Source: an optimization exercise on an open RTL-to-GDS flow (aim: small area, a short achievable clock period and few clock cycles per item). Production flows keep margins and buffers that such runs may drop.

==> module image_filter, before the edit <==
module image_filter #(
    parameter H = 6
)(
    input                i_clk,
    input                i_nrst,
    input                i_start,          
    input      [1:0]     i_filter_type,    
    input                i_valid,
    input      [(2*H+1)*8-1:0] i_taps,
    output reg           o_wstb,
    output reg           o_wstb_int,       
    output reg           o_wstb_next,      
    output reg [7:0]     o_filtered_pixel
);
    reg ident, sharp, edged, blur;
    always @(posedge i_clk) begin
        if (i_start) begin
            ident <= (i_filter_type == 2'd0);
            sharp <= (i_filter_type == 2'd1);
            edged <= (i_filter_type == 2'd2);
            blur  <= (i_filter_type == 2'd3);
        end
    end
    wire [7:0] p01 = i_taps[(  H+2)*8 +: 8];
    wire [7:0] p20 = i_taps[(2*H  )*8 +: 8];
    wire [7:0] p21 = i_taps[(  H  )*8 +: 8];
    wire [7:0] p22 = i_taps[(    0)*8 +: 8];
    wire [8:0] q  = p20 + p22;
    wire [8:0] r  = p01 + p21;
    reg  [8:0] q1, q2;               
    reg  [9:0]  x1, d1;
    wire [12:0] s2;
    wire [7:0]  c1 = ident ? i_taps[1*8 +: 8] : i_taps[(H+2)*8 +: 8];
    wire [12:0] opa = blur  ? {2'b0, c1, 3'b111} :
                      edged ? {2'b0, c1, 3'b010} :
                      sharp ? {3'b0, c1, 2'b01}  : {5'b0, c1};
    wire [12:0] opb = blur  ? {2'b0, x1, 1'b0} :
                      ident ? 13'd0 : ~{3'b0, x1};
    wire [12:0] ope = blur  ? {3'b0, d1} :
                      edged ? ~{3'b0, d1} :
                      sharp ? {5'b0, c1} : 13'd0;
    wire [12:0] css = opa ^ opb ^ ope;
    wire [12:0] csc = {(opa[11:0] & opb[11:0]) | (opa[11:0] & ope[11:0]) | (opb[11:0] & ope[11:0]), blur};
    assign s2 = css + csc;
    reg  [7:0]  clamped;
    always @(*) begin
        if (blur)
            clamped = s2[12] ? 8'hff : s2[11:4];
        else if (s2[12])
            clamped = 8'h00;
        else if (|s2[11:8])
            clamped = 8'hff;
        else
            clamped = s2[7:0];
    end
    always @(posedge i_clk) begin
        q1 <= q;
        q2 <= q1;
        x1 <= r + q1;
        d1 <= q + q2;
        o_filtered_pixel <= clamped;
    end
    always @(posedge i_clk or negedge i_nrst) begin
        if (!i_nrst) begin
            o_wstb_next <= 1'b0;
            o_wstb      <= 1'b0;
        end else begin
            o_wstb_next <= i_valid;
            o_wstb      <= o_wstb_next;
        end
    end
    always @(posedge i_clk) begin
        o_wstb_int <= o_wstb_next;
    end
endmodule
==> module gpu_arithmetic, before the edit <==
module gpu_arithmetic #(
    parameter PIXEL_WIDTH           = 8,
    parameter H                     = 6
)(
    input                      i_clk,
    input                      i_nrst,
    input   [PIXEL_WIDTH-1:0]  i_mem_pixel,
    input                      i_start,
    input   [1:0]              i_filter_type,
    input                      i_valid,
    output                     o_wstb,
    output                     o_wstb_int,
    output                     o_wstb_next,
    output  [PIXEL_WIDTH-1:0]  o_filtered_pixel
);
    localparam N = 2*H + 1;                  
    wire [N*8-1:0] taps;
    input_buffer #(
        .N                  (N                  )
    ) i_input_buffer (
        .i_clk              (i_clk              ),
        .i_mem_pixel        (i_mem_pixel        ),
        .o_taps             (taps               )
    );
    image_filter #(
        .H                  (H                  )
    ) i_image_filter (
        .i_clk              (i_clk              ),
        .i_nrst             (i_nrst             ),
        .i_start            (i_start            ),
        .i_filter_type      (i_filter_type      ),
        .i_valid            (i_valid            ),
        .i_taps             (taps               ),
        .o_wstb             (o_wstb             ),
        .o_wstb_int         (o_wstb_int         ),
        .o_wstb_next        (o_wstb_next        ),
        .o_filtered_pixel   (o_filtered_pixel   )
    );
endmodule
==> module gpu_controller, before the edit <==
module gpu_controller #(
    parameter ZP_IMAGE_WIDTH        = 34,
    parameter ZP_IMAGE_HEIGHT       = 34,
    parameter H                     = 6
)(
    input               i_clk,
    input               i_nrst,
    input               i_start_pulse,
    input      [1:0]    i_filter_type,
    output     [17:0]   o_mem_addr,
    output reg          o_win_valid,
    input               i_wstb_int,      
    input               i_wstb_next,     
    output reg          o_finish_pulse,
    output     [17:0]   o_filtered_addr
);
    localparam W    = ZP_IMAGE_WIDTH;
    localparam OW   = ZP_IMAGE_WIDTH - 2;
    localparam OH   = ZP_IMAGE_HEIGHT - 2;
    localparam R    = H - 2;                 
    localparam NS   = OH / R;                
    localparam KB   = 3;
    localparam XB   = 6;
    localparam SB   = 3;
    localparam JB   = 2;
    localparam CB   = 5;
    localparam AB   = 11;
    localparam NB   = SB + CB + JB;          
    reg            running;
    reg  [KB-1:0]  k;
    reg  [XB-1:0]  x;
    reg  [AB-1:0]  addr;
    reg  [NB-1:0]  cnt;
    reg            not_ident;        
    wire [NB-1:0]  cnt_next = cnt + i_wstb_int;
    wire ident   = !not_ident;
    wire k_end   = (k == H-1);
    wire x_end   = (x == W-1);
    localparam [AB-1:0] LAST_N = W*ZP_IMAGE_HEIGHT - 1;
    localparam [AB-1:0] LAST_I = (ZP_IMAGE_HEIGHT-2)*W + W-2;
    wire last_read = (addr == (ident ? LAST_I : LAST_N));
    wire [KB-1:0] k_first = ident ? 2 : 0;
    wire [XB-1:0] x_first = ident ? 2 : 0;
    wire          start_ident = (i_filter_type == 2'd0);
    localparam [AB-1:0] STEP_ROW   = W;
    localparam [AB-1:0] STEP_COL_N = 1 - (H-1)*W;
    localparam [AB-1:0] STEP_COL_I = 1 - (R-1)*W;
    localparam [AB-1:0] STEP_STR_N = -W - (W-1);
    localparam [AB-1:0] STEP_STR_I = W - (OW-1);
    reg [AB-1:0] step;
    always @(*) begin
        if (!k_end)      step = STEP_ROW;
        else if (!x_end) step = ident ? STEP_COL_I : STEP_COL_N;
        else             step = ident ? STEP_STR_I : STEP_STR_N;
    end
    assign o_mem_addr      = {{(18-AB){1'b0}}, addr};
    assign o_filtered_addr = {{(18-NB){1'b0}}, cnt[NB-1 -: SB], cnt[JB-1:0], cnt[JB +: CB]};
    always @(posedge i_clk or negedge i_nrst) begin
        if (!i_nrst) begin
            running        <= 1'b0;
            o_win_valid    <= 1'b0;
            o_finish_pulse <= 1'b0;
        end else begin
            if (i_start_pulse)
                running    <= 1'b1;
            else if (last_read)
                running    <= 1'b0;
            o_win_valid    <= running && (k >= 2 && x >= 2);
            o_finish_pulse <= i_wstb_next && (&cnt_next);
        end
    end
    always @(posedge i_clk) begin
        if (i_start_pulse) begin
            not_ident <= (i_filter_type != 2'd0);
            k      <= start_ident ? 2 : 0;
            x      <= start_ident ? 2 : 0;
            addr   <= start_ident ? W + 1 : 0;
            cnt    <= 0;
        end else begin
            addr <= addr + step;
            if (!k_end) begin
                k <= k + 1'b1;
            end else begin
                k <= k_first;
                if (!x_end) begin
                    x <= x + 1'b1;
                end else begin
                    x <= x_first;
                end
            end
            cnt <= cnt_next;
        end
    end
endmodule
==> flow/config.mk <==
export PLATFORM = sky130hd
export DESIGN_NAME = mini_gpu
export DESIGN_NICKNAME = mini_gpu
export VERILOG_FILES = /design/flow/design.v
export SDC_FILE = /design/flow/constraint.sdc
export NUM_CORES = 4
export LEC_CHECK = 0
export CAP_MARGIN = 20
export CORE_MARGIN = 2
export CORE_UTILIZATION = 50
export SLEW_MARGIN = 20
==> flow/constraint.sdc <==
create_clock -name core_clock -period 20.0 [get_ports {i_clk}]
set_input_delay 4.0000 -clock core_clock [delete_from_list [all_inputs] [get_ports {i_clk}]]
set_output_delay 4.0000 -clock core_clock [all_outputs]
set_load 0.01 [all_outputs]
standard.sh (not shown) runs the stock make flow with config.mk's settings and CLKGATE_MAP_FILE= SYNTH_SCRIPT=/design/flow/synth_recipe.tcl, a recipe that flattens the netlist after the stock synthesis.
==> flow/flow/run.sh <==
#!/bin/bash
# Standard layout, with plain buffers on the ports, a lighter clock tree, and
# stronger cells on the output paths (flow/pre_dpl.tcl, before detailed
# placement).
set -euo pipefail
bash standard.sh \
  "BUFFER_PORTS_ARGS=-buffer_cell sky130_fd_sc_hd__buf_1" \
  "CTS_ARGS=-sink_clustering_enable -repair_clock_nets -dont_use_dummy_load -buf_list sky130_fd_sc_hd__clkbuf_8 -root_buf sky130_fd_sc_hd__clkbuf_16 -sink_clustering_size 16 -sink_clustering_max_diameter 150" \
  "PRE_DETAIL_PLACE_TCL=$PWD/flow/pre_dpl.tcl" \
  SKIP_REPAIR_TIE_FANOUT=1 \
  finish > standard.log 2>&1
==> flow/flow/pre_dpl.tcl <==
# Before detailed placement: give the output ports stronger port buffers and
# stronger flip-flops to drive them (same cells, higher drive strength).
set up {
  sky130_fd_sc_hd__buf_1   sky130_fd_sc_hd__buf_2
  sky130_fd_sc_hd__dfxtp_1 sky130_fd_sc_hd__dfxtp_2
  sky130_fd_sc_hd__dfrtp_1 sky130_fd_sc_hd__dfrtp_2
}
proc driver_of {net} {
  foreach pin [get_pins -quiet -of_objects $net] {
    if {[get_property $pin direction] == "output"} { return [get_cells -of_objects $pin] }
  }
  return ""
}
set n 0
foreach port [get_ports *] {
  if {[get_property $port direction] != "output"} continue
  set buf [driver_of [get_nets [get_full_name $port]]]
  if {$buf == ""} continue
  set ref [get_property $buf ref_name]
  if {![dict exists $up $ref]} continue
  replace_cell [get_full_name $buf] [dict get $up $ref]
  incr n
  set ff [driver_of [get_nets -of_objects [get_pins [get_full_name $buf]/A]]]
  if {$ff == ""} continue
  set fref [get_property $ff ref_name]
  if {[dict exists $up $fref]} {
    replace_cell [get_full_name $ff] [dict get $up $fref]
    incr n
  }
}
puts "pre_dpl: resized $n cells"
The starting point completed with no timing, DRC or antenna violations.
Change:
--- a/flow/design.v
+++ b/flow/design.v
@@ -16,13 +16,13 @@
 )(
     input                i_clk,
     input                i_nrst,
     input                i_start,          
     input      [1:0]     i_filter_type,    
     input                i_valid,
-    input      [(2*H+1)*8-1:0] i_taps,
+    input      [(2*H+3)*8-1:0] i_taps,
     output reg           o_wstb,
     output reg           o_wstb_int,       
     output reg           o_wstb_next,      
     output reg [7:0]     o_filtered_pixel
 );
     reg ident, sharp, edged, blur;
@@ -31,19 +31,21 @@
             ident <= (i_filter_type == 2'd0);
             sharp <= (i_filter_type == 2'd1);
             edged <= (i_filter_type == 2'd2);
             blur  <= (i_filter_type == 2'd3);
         end
     end
+    wire [7:0] p00 = i_taps[(2*H+2)*8 +: 8];
     wire [7:0] p01 = i_taps[(  H+2)*8 +: 8];
+    wire [7:0] p02 = i_taps[(    2)*8 +: 8];
+    wire [7:0] p10 = i_taps[(2*H+1)*8 +: 8];
+    wire [7:0] p11 = i_taps[(  H+1)*8 +: 8];
+    wire [7:0] p12 = i_taps[(    1)*8 +: 8];
     wire [7:0] p20 = i_taps[(2*H  )*8 +: 8];
     wire [7:0] p21 = i_taps[(  H  )*8 +: 8];
     wire [7:0] p22 = i_taps[(    0)*8 +: 8];
-    wire [8:0] q  = p20 + p22;
-    wire [8:0] r  = p01 + p21;
-    reg  [8:0] q1, q2;               
     reg  [9:0]  x1, d1;
     wire [12:0] s2;
     wire [7:0]  c1 = ident ? i_taps[1*8 +: 8] : i_taps[(H+2)*8 +: 8];
     wire [12:0] opa = blur  ? {2'b0, c1, 3'b111} :
                       edged ? {2'b0, c1, 3'b010} :
                       sharp ? {3'b0, c1, 2'b01}  : {5'b0, c1};
@@ -64,16 +66,14 @@
         else if (|s2[11:8])
             clamped = 8'hff;
         else
             clamped = s2[7:0];
     end
     always @(posedge i_clk) begin
-        q1 <= q;
-        q2 <= q1;
-        x1 <= r + q1;
-        d1 <= q + q2;
+        x1 <= p01 + p10 + p12 + p21;
+        d1 <= p00 + p02 + p20 + p22;
         o_filtered_pixel <= clamped;
     end
     always @(posedge i_clk or negedge i_nrst) begin
         if (!i_nrst) begin
             o_wstb_next <= 1'b0;
             o_wstb      <= 1'b0;
@@ -99,13 +99,13 @@
     input                      i_valid,
     output                     o_wstb,
     output                     o_wstb_int,
     output                     o_wstb_next,
     output  [PIXEL_WIDTH-1:0]  o_filtered_pixel
 );
-    localparam N = 2*H + 1;                  
+    localparam N = 2*H + 3;                  
     wire [N*8-1:0] taps;
     input_buffer #(
         .N                  (N                  )
     ) i_input_buffer (
         .i_clk              (i_clk              ),
         .i_mem_pixel        (i_mem_pixel        ),
@@ -155,22 +155,21 @@
     localparam CB   = 5;
     localparam AB   = 11;
     localparam NB   = SB + CB + JB;          
     reg            running;
     reg  [KB-1:0]  k;
     reg  [XB-1:0]  x;
+    reg  [SB-1:0]  s;
     reg  [AB-1:0]  addr;
     reg  [NB-1:0]  cnt;
     reg            not_ident;        
     wire [NB-1:0]  cnt_next = cnt + i_wstb_int;
     wire ident   = !not_ident;
     wire k_end   = (k == H-1);
     wire x_end   = (x == W-1);
-    localparam [AB-1:0] LAST_N = W*ZP_IMAGE_HEIGHT - 1;
-    localparam [AB-1:0] LAST_I = (ZP_IMAGE_HEIGHT-2)*W + W-2;
-    wire last_read = (addr == (ident ? LAST_I : LAST_N));
+    wire s_end   = (s == NS-1);
     wire [KB-1:0] k_first = ident ? 2 : 0;
     wire [XB-1:0] x_first = ident ? 2 : 0;
     wire          start_ident = (i_filter_type == 2'd0);
     localparam [AB-1:0] STEP_ROW   = W;
     localparam [AB-1:0] STEP_COL_N = 1 - (H-1)*W;
     localparam [AB-1:0] STEP_COL_I = 1 - (R-1)*W;
@@ -189,35 +188,37 @@
             running        <= 1'b0;
             o_win_valid    <= 1'b0;
             o_finish_pulse <= 1'b0;
         end else begin
             if (i_start_pulse)
                 running    <= 1'b1;
-            else if (last_read)
+            else if (k_end && x_end && s_end)
                 running    <= 1'b0;
             o_win_valid    <= running && (k >= 2 && x >= 2);
             o_finish_pulse <= i_wstb_next && (&cnt_next);
         end
     end
     always @(posedge i_clk) begin
         if (i_start_pulse) begin
             not_ident <= (i_filter_type != 2'd0);
             k      <= start_ident ? 2 : 0;
             x      <= start_ident ? 2 : 0;
+            s      <= 0;
             addr   <= start_ident ? W + 1 : 0;
             cnt    <= 0;
         end else begin
             addr <= addr + step;
             if (!k_end) begin
                 k <= k + 1'b1;
             end else begin
                 k <= k_first;
                 if (!x_end) begin
                     x <= x + 1'b1;
                 end else begin
                     x <= x_first;
+                    s <= s + 1'b1;
                 end
             end
             cnt <= cnt_next;
         end
     end
 endmodule
After rerunning: The new run went through all stages and came out clean; utilization falls by 0.45 points; worst hold slack hardly moves; critical path depth is unchanged; worst setup slack is better by 0.011 ns; cell count falls by 1.3%; area after synthesis rises by 1.2%; global-route usage falls by 0.55 points; clock-buffer cell count is unchanged; non-clock buffer count rises by 1; clock skew rises by 0.0068 ns; routed wire length hardly moves.
Function was not checked in any run of this note: the RTL went through the layout flow alone.

[what the ideal ports hide]
In the flow no input, the clock included, has a driving cell. The finished layouts below were timed again as built, in two steps. Step 1: set_driving_cell puts a clkbuf_16 on i_clk and a buf_2 on each other input, an assumption about the parent block. Step 2 adds t to the input delays and takes it off the output delays; t is the mean of the earliest and latest rising clock arrival at the registers after step 1. Input paths then give back, and output paths get back, about the clock's delay inside the block. Three values: ideal ports, drivers, drivers and shift; two values: the first two.
run | t, ns | setup WS [ns] | hold WS [ns]
the first run | 0.410 | 15.074 / 15.030 / 14.840 | 0.307 / 0.307 / 0.307
the second run | 0.411 | 15.084 / 15.041 / 14.834 | 0.306 / 0.306 / 0.306
After both steps every run listed still meets setup and hold. The setup slack of the second run, which loses most, moves by -0.043 ns with the drivers and by -0.250 ns with both steps.
